Source: an optimization exercise on an open RTL-to-GDS flow (aim: small area and a short achievable clock period). Production flows keep margins and buffers that such runs may drop.
Only simulation tests tie the RTL to the original design; equivalence was not proved.
Power is estimated from default activity; no workload was simulated.

==> flow/design.v (excerpt) <==
module FpAdd (
    input             iCLK,
    input      [26:0] iA,
    input      [26:0] iB,
    output reg [26:0] oSum
);
Size: roughly 87 flip-flops, about 82 I/O pins, about 0.0072 mm2 of cells after synthesis.
export LEC_CHECK = 0
export ABC_AREA = 1
export CAP_MARGIN = 20
export CORE_MARGIN = 2
export CORE_UTILIZATION = 40
export CTS_BUF_LIST = sky130_fd_sc_hd__clkbuf_8
export CTS_CLUSTER_SIZE = 30
export SETUP_SLACK_MARGIN = 5.0
export SLEW_MARGIN = 20
create_clock -name core_clock -period 10.0 [get_ports {iCLK}]
standard.sh (not shown) runs the stock make flow with config.mk's settings and CLKGATE_MAP_FILE= SYNTH_SCRIPT=/design/flow/synth_recipe.tcl, a recipe that flattens the netlist after the stock synthesis.
==> flow/flow/run.sh <==
#!/bin/bash
# Standard ORFS layout; the port buffers are buf_2 cells instead of the
# delay-buffer cell buffer_ports picks by default.
export BUFFER_PORTS_ARGS="-buffer_cell sky130_fd_sc_hd__buf_2"
bash standard.sh > standard.log 2>&1
The first run finished with timing, DRC and antenna clean.
Then changed:
==> flow/flow/run.sh (replaced) <==
#!/bin/bash
# Standard ORFS layout, with two changes: the port buffers are buf_2 cells
# instead of the delay-buffer cell buffer_ports picks by default, and
# repair_timing aims for 5.6 ns of setup slack.
export BUFFER_PORTS_ARGS="-buffer_cell sky130_fd_sc_hd__buf_2"
export SETUP_SLACK_MARGIN=5.6
bash standard.sh > standard.log 2>&1
- CORE_UTILIZATION: 40 -> 30
- CTS_BUF_LIST: sky130_fd_sc_hd__clkbuf_8 -> not set
- CTS_CLUSTER_SIZE: 30 -> not set
- SETUP_SLACK_MARGIN: 5.0 -> not set
The changed run completed without violations.
Count of clock-buffer cells in the layout increases by 1.
Hold slack loses 0.0064 ns.
Clock power rises by 45%.
Area after synthesis does not change.
Global-route usage goes down by 4.8 points.
Final area came out higher by 6.6%.
Utilization fell by 9.5 points.
Via count grows by 2.8%.
Critical path depth is unchanged.
Worst setup slack improved by 0.45 ns.
Then changed:
- CORE_UTILIZATION: 30 -> 40
- GPL_TIMING_DRIVEN: not set -> 1
Cell area went down by 2.9%; total power is lower by about 2.4%; setup slack is worse by 0.028 ns; final cell count shrinks by 6.8%; synthesized cell count is unchanged; sequential share of layout area rose by 0.59 points; non-clock buffer count fell by 8; worst hold slack hardly moves; die area fell by 24%; global-route usage is higher by 5.2 points; clock skew stays flat.

* * *

FpAdd, a different RTL version from the one above (not shown whole).
Size in the first run: ~82 I/O pins.
clock: 10.0 ns
lec_check: 0
abc_area: 1
cap_margin: 20
core_margin: 2
core_utilization: 40
slew_margin: 20
==> flow/flow/run.sh <==
#!/bin/bash
# Standard ORFS layout, with two changes: the port buffers are buf_2 cells
# instead of the delay-buffer cell buffer_ports picks by default, and
# repair_timing aims for 5.5 ns of setup slack.
export BUFFER_PORTS_ARGS="-buffer_cell sky130_fd_sc_hd__buf_2"
export SETUP_SLACK_MARGIN=5.5
bash standard.sh > standard.log 2>&1
The first run finished with timing, DRC and antenna clean.
==> next run, changes <==
==> flow/flow/run.sh (replaced) <==
#!/bin/bash
# Standard ORFS layout, with two changes: the port buffers are buf_2 cells
# instead of the delay-buffer cell buffer_ports picks by default, and
# repair_timing aims for 6.0 ns of setup slack.
export BUFFER_PORTS_ARGS="-buffer_cell sky130_fd_sc_hd__buf_2"
export SETUP_SLACK_MARGIN=6.0
bash standard.sh > standard.log 2>&1
Area after synthesis does not change.
Cell area goes up by 13%.
Via count goes up by 6.2%.
Power goes up by 14%.
Worst setup slack degrades by 0.15 ns.
Clock skew goes down by 0.0051 ns.
Global-route usage goes up by 1.6 points.
Hold slack stays flat.
Routed wire length goes up by 12%.
==> next run, changes <==
==> flow/flow/run.sh (replaced) <==
#!/bin/bash
# Standard ORFS layout; the port buffers are buf_2 cells instead of the
# delay-buffer cell buffer_ports picks by default.
export BUFFER_PORTS_ARGS="-buffer_cell sky130_fd_sc_hd__buf_2"
bash standard.sh > standard.log 2>&1
- SETUP_SLACK_MARGIN: default -> 5.0
Result: The changed run completed without violations; clock power shrinks by about 5%; worst setup slack degrades by 0.032 ns; wire length shrinks by 14%.
==> next run, changes <==
- SETUP_SLACK_MARGIN: 5.0 -> 4.5
Outcome:
- maximum frequency came out lower by 5.8%
- cell area came out lower by 2.2%
- routed wire length drops by 2.5%
- die area stays the same
- sequential share of layout area came out higher by 0.39 points
- clock power is about the same
- utilization shrinks by 1.0 points
- sequential power is about the same
- cell count drops by 0.63%
- power is lower by 2.0%
- worst setup slack degrades by 0.30 ns

* * *

FpAdd with an RTL version that a note above also has.
Size in the first run: ~1100 cells after synthesis, roughly 82 I/O pins, about 7200 sq um of cells after synthesis.
Design FpAdd, start of the top module:
module FpAdd (
    input             iCLK,
    input      [26:0] iA,
    input      [26:0] iB,
    output reg [26:0] oSum
);
    wire [17:0] L;
    wire [16:0] Y;
    wire [5:0]  d;
    wire        flush, sub;
    wire [7:0]  L_e;
    wire        L_s;
    FpAdd_s1 u_s1 (.iA(iA), .iB(iB), .L(L), .Y(Y), .d(d), .flush(flush),
                   .sub(sub), .L_e(L_e), .L_s(L_s));
    reg [17:0] r_L;
    reg [16:0] r_Y;
    reg [5:0]  r_d;
    reg        r_flush;
    reg        r_sub;
    reg [7:0]  r_e;
    reg        r_s;
    always @(posedge iCLK) begin
        r_L     <= L;
        r_Y     <= Y;
        r_d     <= d;
        r_flush <= flush;
        r_sub   <= sub;
        r_e     <= L_e;
        r_s     <= L_s;
    end
    wire [20:0] sum;
    wire [4:0]  lz;
    wire        zero;
    FpAdd_s2 u_s2 (.L(r_L), .Y(r_Y), .d(r_d), .flush(r_flush), .sub(r_sub),
                   .L_e(r_e), .sum(sum), .lz(lz), .zero(zero));
    reg [20:0] q_sum;
    reg [4:0]  q_lz;
    reg [7:0]  q_e;
    reg        q_s;
    reg        q_zero;
    always @(posedge iCLK) begin
        q_sum  <= sum;
        q_lz   <= lz;
        q_e    <= r_e;
        q_s    <= r_s;
        q_zero <= zero;
    end
    wire [26:0] res;
  ...
Settings: LEC_CHECK=0, ABC_AREA=1, CAP_MARGIN=0, CORE_MARGIN=2, CORE_UTILIZATION=40, SLEW_MARGIN=0; clock period 10.0 ns.
==> flow/flow/run.sh <==
#!/bin/bash
# Standard ORFS layout, with two changes: the port buffers are buf_2 cells
# instead of the delay-buffer cell buffer_ports picks by default, and
# repair_timing aims for 5.6 ns of setup slack.
export BUFFER_PORTS_ARGS="-buffer_cell sky130_fd_sc_hd__buf_2"
export SETUP_SLACK_MARGIN=5.6
bash standard.sh > standard.log 2>&1
The baseline finished with timing, DRC and antenna clean.
Edit:
CAP_MARGIN = 20   (was 0)
CORE_UTILIZATION = 55   (was 40)
SLEW_MARGIN = 20   (was 0)
Result: The changed run completed without violations; fmax stays flat; clock power shrinks by a few percent; die area shrinks by a quarter to a third; count of clock-buffer cells in the layout grows by 1; wire length shrinks by a few percent; setup slack is better by 0.0083 ns; combinational power hardly moves; sequential power shrinks by a few percent; critical path depth stays the same; register-to-register slack is worse by 0.12 ns.
Edit:
CAP_MARGIN = 10   (was 20)
CORE_UTILIZATION = 40   (was 55)
SLEW_MARGIN = 10   (was 20)
Outcome:
- setup slack loses 0.0083 ns
- first-iteration DRC count drops by 20%
- routed wire length rose by 5.1%
- fmax stays flat
Edit:
CAP_MARGIN = 20   (was 10)
SLEW_MARGIN = 20   (was 10)
SYNTH_HIERARCHICAL = 1   (was unset)
Global-route usage came out lower by 1.1 points.
Cell area came out higher by roughly a tenth.
Non-clock buffer count came out lower by 2.
Worst hold slack got worse by 0.0098 ns.
Clock power came out lower by a few percent.
Setup slack got worse by 0.18 ns.
Final cell count came out higher by about a fifth.
Die area came out higher by roughly a tenth.
Core utilization came out lower by 1.3 points.

* * *

Starting RTL as in the previous note.
export LEC_CHECK = 0
export ABC_AREA = 1
export CAP_MARGIN = 20
export CORE_MARGIN = 2
export CORE_UTILIZATION = 40
export SLEW_MARGIN = 20
create_clock -name core_clock -period 10.0 [get_ports {iCLK}]
==> flow/flow/run.sh <==
#!/bin/bash
# Standard ORFS layout, with two changes: the port buffers are buf_2 cells
# instead of the delay-buffer cell buffer_ports picks by default, and
# repair_timing aims for 5.9 ns of setup slack.
export BUFFER_PORTS_ARGS="-buffer_cell sky130_fd_sc_hd__buf_2"
export SETUP_SLACK_MARGIN=5.9
bash standard.sh > standard.log 2>&1
Rerun with:
==> flow/flow/run.sh (replaced) <==
#!/bin/bash
# Standard ORFS layout, with two changes: the port buffers are buf_2 cells
# instead of the delay-buffer cell buffer_ports picks by default, and
# repair_timing aims for 5.5 ns of setup slack.
export BUFFER_PORTS_ARGS="-buffer_cell sky130_fd_sc_hd__buf_2"
export SETUP_SLACK_MARGIN=5.5
bash standard.sh > standard.log 2>&1
Setup slack degrades by 150 ps.
Via count falls by 1.7%.
Design area went down by 6.9%.
Worst hold slack improved by 6.0 ps.
Synthesized area stays the same.
Synthesized cell count is unchanged.
Non-clock buffer count goes down by 43.
Cell count fell by 3.1%.
Rerun with:
==> flow/flow/run.sh (replaced) <==
#!/bin/bash
# Standard ORFS layout, with two changes: the port buffers are buf_2 cells
# instead of the delay-buffer cell buffer_ports picks by default, and
# repair_timing aims for 5.6 ns of setup slack
# and skips its last-gasp pass.
export BUFFER_PORTS_ARGS="-buffer_cell sky130_fd_sc_hd__buf_2"
export SETUP_SLACK_MARGIN=5.6
export SKIP_LAST_GASP=1
bash standard.sh > standard.log 2>&1
Effect: Worst setup slack gains 100 ps. Clock-buffer cell count is unchanged. Fmax came out higher by 2.3%.

* * *

Setup of build 63:
Starting RTL as in the previous note.
Settings: LEC_CHECK=0, ABC_AREA=1, CAP_MARGIN=20, CORE_MARGIN=2, CORE_UTILIZATION=40, SLEW_MARGIN=20; clock period 10.0 ns.
==> flow/flow/run.sh <==
#!/bin/bash
# Standard ORFS layout, with two changes: the port buffers are buf_2 cells
# instead of the delay-buffer cell buffer_ports picks by default, and
# repair_timing aims for 5.7 ns of setup slack.
export BUFFER_PORTS_ARGS="-buffer_cell sky130_fd_sc_hd__buf_2"
export SETUP_SLACK_MARGIN=5.7
bash standard.sh > standard.log 2>&1
Input changes introduced in build 41 (baseline for comparison: build 63):
--- a/flow/flow/run.sh
+++ b/flow/flow/run.sh
@@ -4 +4 @@
-# repair_timing aims for 5.7 ns of setup slack.
+# repair_timing aims for 5.3 ns of setup slack.
@@ -6 +6 @@
-export SETUP_SLACK_MARGIN=5.7
+export SETUP_SLACK_MARGIN=5.3
--- outcome ---
- Compared with build 63, build 41 improves total wire length.
- Compared with build 63, the detailed router inserted fewer vias in build 41.
- Fmax: build 41 below build 63
- Build 63 → build 41: combinational group share of total power -1.6 points, internal cell power -about 2.6%, total net switching power -about 2.7%, share of post-route cells with drive strength above 1 -2.9 points, worst setup slack after layout -170 ps.
- Looking only at first-pass GRT wire length, and setting everything else aside, the lower value of build 41 and build 63 goes to build 41.
- Looking at capturing instance or port of the critical path, the oSum[25] result is from build 63; the oSum[17] one comes from build 41.
### build 41 -> build 7
Settings: CTS_BUF_LIST: unset -> sky130_fd_sc_hd__clkbuf_8; CTS_CLUSTER_SIZE: unset -> 30.
--- a/flow/flow/run.sh
+++ b/flow/flow/run.sh
@@ -4 +4 @@
-# repair_timing aims for 5.3 ns of setup slack.
+# repair_timing aims for 5.6 ns of setup slack.
@@ -6 +6 @@
-export SETUP_SLACK_MARGIN=5.3
+export SETUP_SLACK_MARGIN=5.6
Findings:
[compare] base=build 41 new=build 7: clock sink total closely matched the old numbers; relative contribution of the clock network to total power decreased 4.1 points; fraction of standard cell area that is sequential flat.
On layout overhead on the synthesized area, the higher figure sits with build 7, not build 41.
As far as number of cells on the worst hold path is concerned, build 7 and build 41 perform about the same.
From build 41 to build 7 the numbers moved as follows: cell-internal power now smaller; arrival time at the worst endpoint now smaller; final critical delay including setup and external delays now smaller; non-clock buffer count now larger; final critical-path setup slack now larger.
Here is what was changed in the inputs of build 66 compared with build 7.
Settings: CTS_CLUSTER_SIZE: 30 -> unset; SETUP_SLACK_MARGIN: unset -> 5.0; CTS_BUF_LIST: sky130_fd_sc_hd__clkbuf_8 -> unset.
==> flow/flow/run.sh <==
#!/bin/bash
# Standard ORFS layout; the port buffers are buf_2 cells instead of the
# delay-buffer cell buffer_ports picks by default.
export BUFFER_PORTS_ARGS="-buffer_cell sky130_fd_sc_hd__buf_2"
bash standard.sh > standard.log 2>&1
Notes after the runs:
Timing, DRC, antenna: 0 failures across build 66 and build 7. The lower leakage power of build 66 and build 7 is in build 66. In the metrics for build 66 and build 7, the one carrying the higher share of the clock period used by the worst path after layout is build 66. Looking only at count of instances resized after the clock tree is built, and setting everything else aside, the higher value of build 66 and build 7 goes to build 7. Switching part of the total power: lower on build 66.
For build 42, these inputs were changed with respect to build 66:
Settings: SETUP_SLACK_MARGIN: 5.0 -> unset; GPL_ROUTABILITY_DRIVEN: unset -> 0.
==> flow/flow/run.sh <==
#!/bin/bash
# Standard ORFS layout, with two changes: the port buffers are buf_2 cells
# instead of the delay-buffer cell buffer_ports picks by default, and
# repair_timing aims for 5.6 ns of setup slack.
export BUFFER_PORTS_ARGS="-buffer_cell sky130_fd_sc_hd__buf_2"
export SETUP_SLACK_MARGIN=5.6
bash standard.sh > standard.log 2>&1
## What came out
Comparing wire length for build 42 and build 66, the smaller number came from build 66.
For build 66, the launching instance or port of the critical path was q_lz[0]$_SDFF_PP0_, unlike build 42, where it was q_e[0]$_DFF_P_.
Reported for build 42 and build 66, number of cells traversed by the worst hold path turned out identical to the last digit.
Non-clock buffer count: lower on build 66
Build 42 -> build 66: number of CTS-inserted buffers delta 0, exact match
Global-route total usage across every layer delta (build 66 -> build 42): insignificant
The final core area utilization of build 42 exceeds that of build 66 by 1.1 points.
When build 42 is measured against build 66, its final period demand of the worst path turns out 530 ps lower.
Build 42 against build 66: adder-cell area share of the yosys netlist held steady; worst setup timing slack at the placement stage shrank by 60 ps; portion of the clock cycle consumed by the worst path in the final layout shrank by 5.3 points.
Compared to build 66, build 42 has largest stage delay on the critical path 450 ps lower.
Inputs modified between build 42 and build 65:
Settings: CTS_CLUSTER_SIZE now 30, previously not set; GPL_ROUTABILITY_DRIVEN no longer set, was 0; CTS_BUF_LIST now sky130_fd_sc_hd__clkbuf_8, previously not set.
--- a/flow/flow/run.sh
+++ b/flow/flow/run.sh
@@ -4 +4 @@
-# repair_timing aims for 5.6 ns of setup slack.
+# repair_timing aims for 5.7 ns of setup slack.
@@ -6 +6 @@
-export SETUP_SLACK_MARGIN=5.6
+export SETUP_SLACK_MARGIN=5.7
==> comparison <==
- Build 42 → build 65: post-CTS setup buffer count went up by 3, setup slack decreased by 57 ps relative to the old numbers, detailed placement HPWL went up by 1.6%, slew at the pin with the worst max-slew slack rose by 5.0 ps, clock network fraction of design power lost 3.0 points.
- Re final critical path time including I/O delays and setup: build 42 and build 65 aren't equal, and the higher value belongs to build 65.
- Cmp build 42 and build 65 / routed wire length per instance / higher: build 65
- As far as number of hold violations in the final report goes, build 42 and build 65 are indistinguishable; the numbers are identical.
- On core utilization, build 42 and build 65 are neck and neck.

## separate check: timing with driven ports
In the flow no input, the clock included, has a driving cell. The finished layouts below were timed again as built, in two steps. Step 1 sets driving cells, clkbuf_16 on the clock port and buf_2 on the other inputs (assumed; they add their load-dependent delay and slew). Step 2, shift: input delay + t, output delay - t, t = (earliest + latest rising clock arrival at the registers) / 2. This alone moves slack from input paths to output paths. Slacks: no drivers / after step 1 / after step 2; pairs: no drivers / after step 1.
run	shift t [ns]	setup slack, ns	pins driven straight from the clock port
the first run of note 1	0.412	5.305 / 5.265 / 5.083	1
the second run of note 1	0.385	5.758 / 5.717 / 5.476	1
the third run of note 1	0.393	5.730 / 5.685 / 5.437	1
the first run of note 2	0.379	5.347 / 5.307 / 5.233	1
the second run of note 2	0.380	5.199 / 5.159 / 5.194	1
the third run of note 2	0.380	5.167 / 5.128 / 4.845	1
the fourth run of note 2	0.380	4.870 / 4.830 / 4.571	1
the first run of note 3	0.393	5.730 / 5.685 / 5.437	1
the second run of note 3	0.381	5.739 / 5.695 / 5.394	1
the third run of note 3	0.393	5.730 / 5.685 / 5.437	1
the fourth run of note 3	0.391	5.547 / 5.505 / 5.431	1
the first run of note 4	0.386	5.776 / 5.732 / 5.669	1
the second run of note 4	0.392	5.631 / 5.587 / 5.400	1
the third run of note 4	0.393	5.730 / 5.685 / 5.437	1
build 63	0.393	5.731 / 5.685 / 5.473	1
build 41	0.391	5.565 / 5.521 / 5.284	1
build 7	0.415	5.692 / 5.652 / 5.388	1
build 66	0.389	5.233 / 5.190 / 5.087	1
build 42	0.393	5.768 / 5.720 / 5.424	1
build 65	0.411	5.711 / 5.671 / 5.466	1
After both steps every run listed still meets setup and hold. The setup slack of the second run of note 3, which loses most, moves by -0.044 ns with the drivers and by -0.345 ns with both steps.
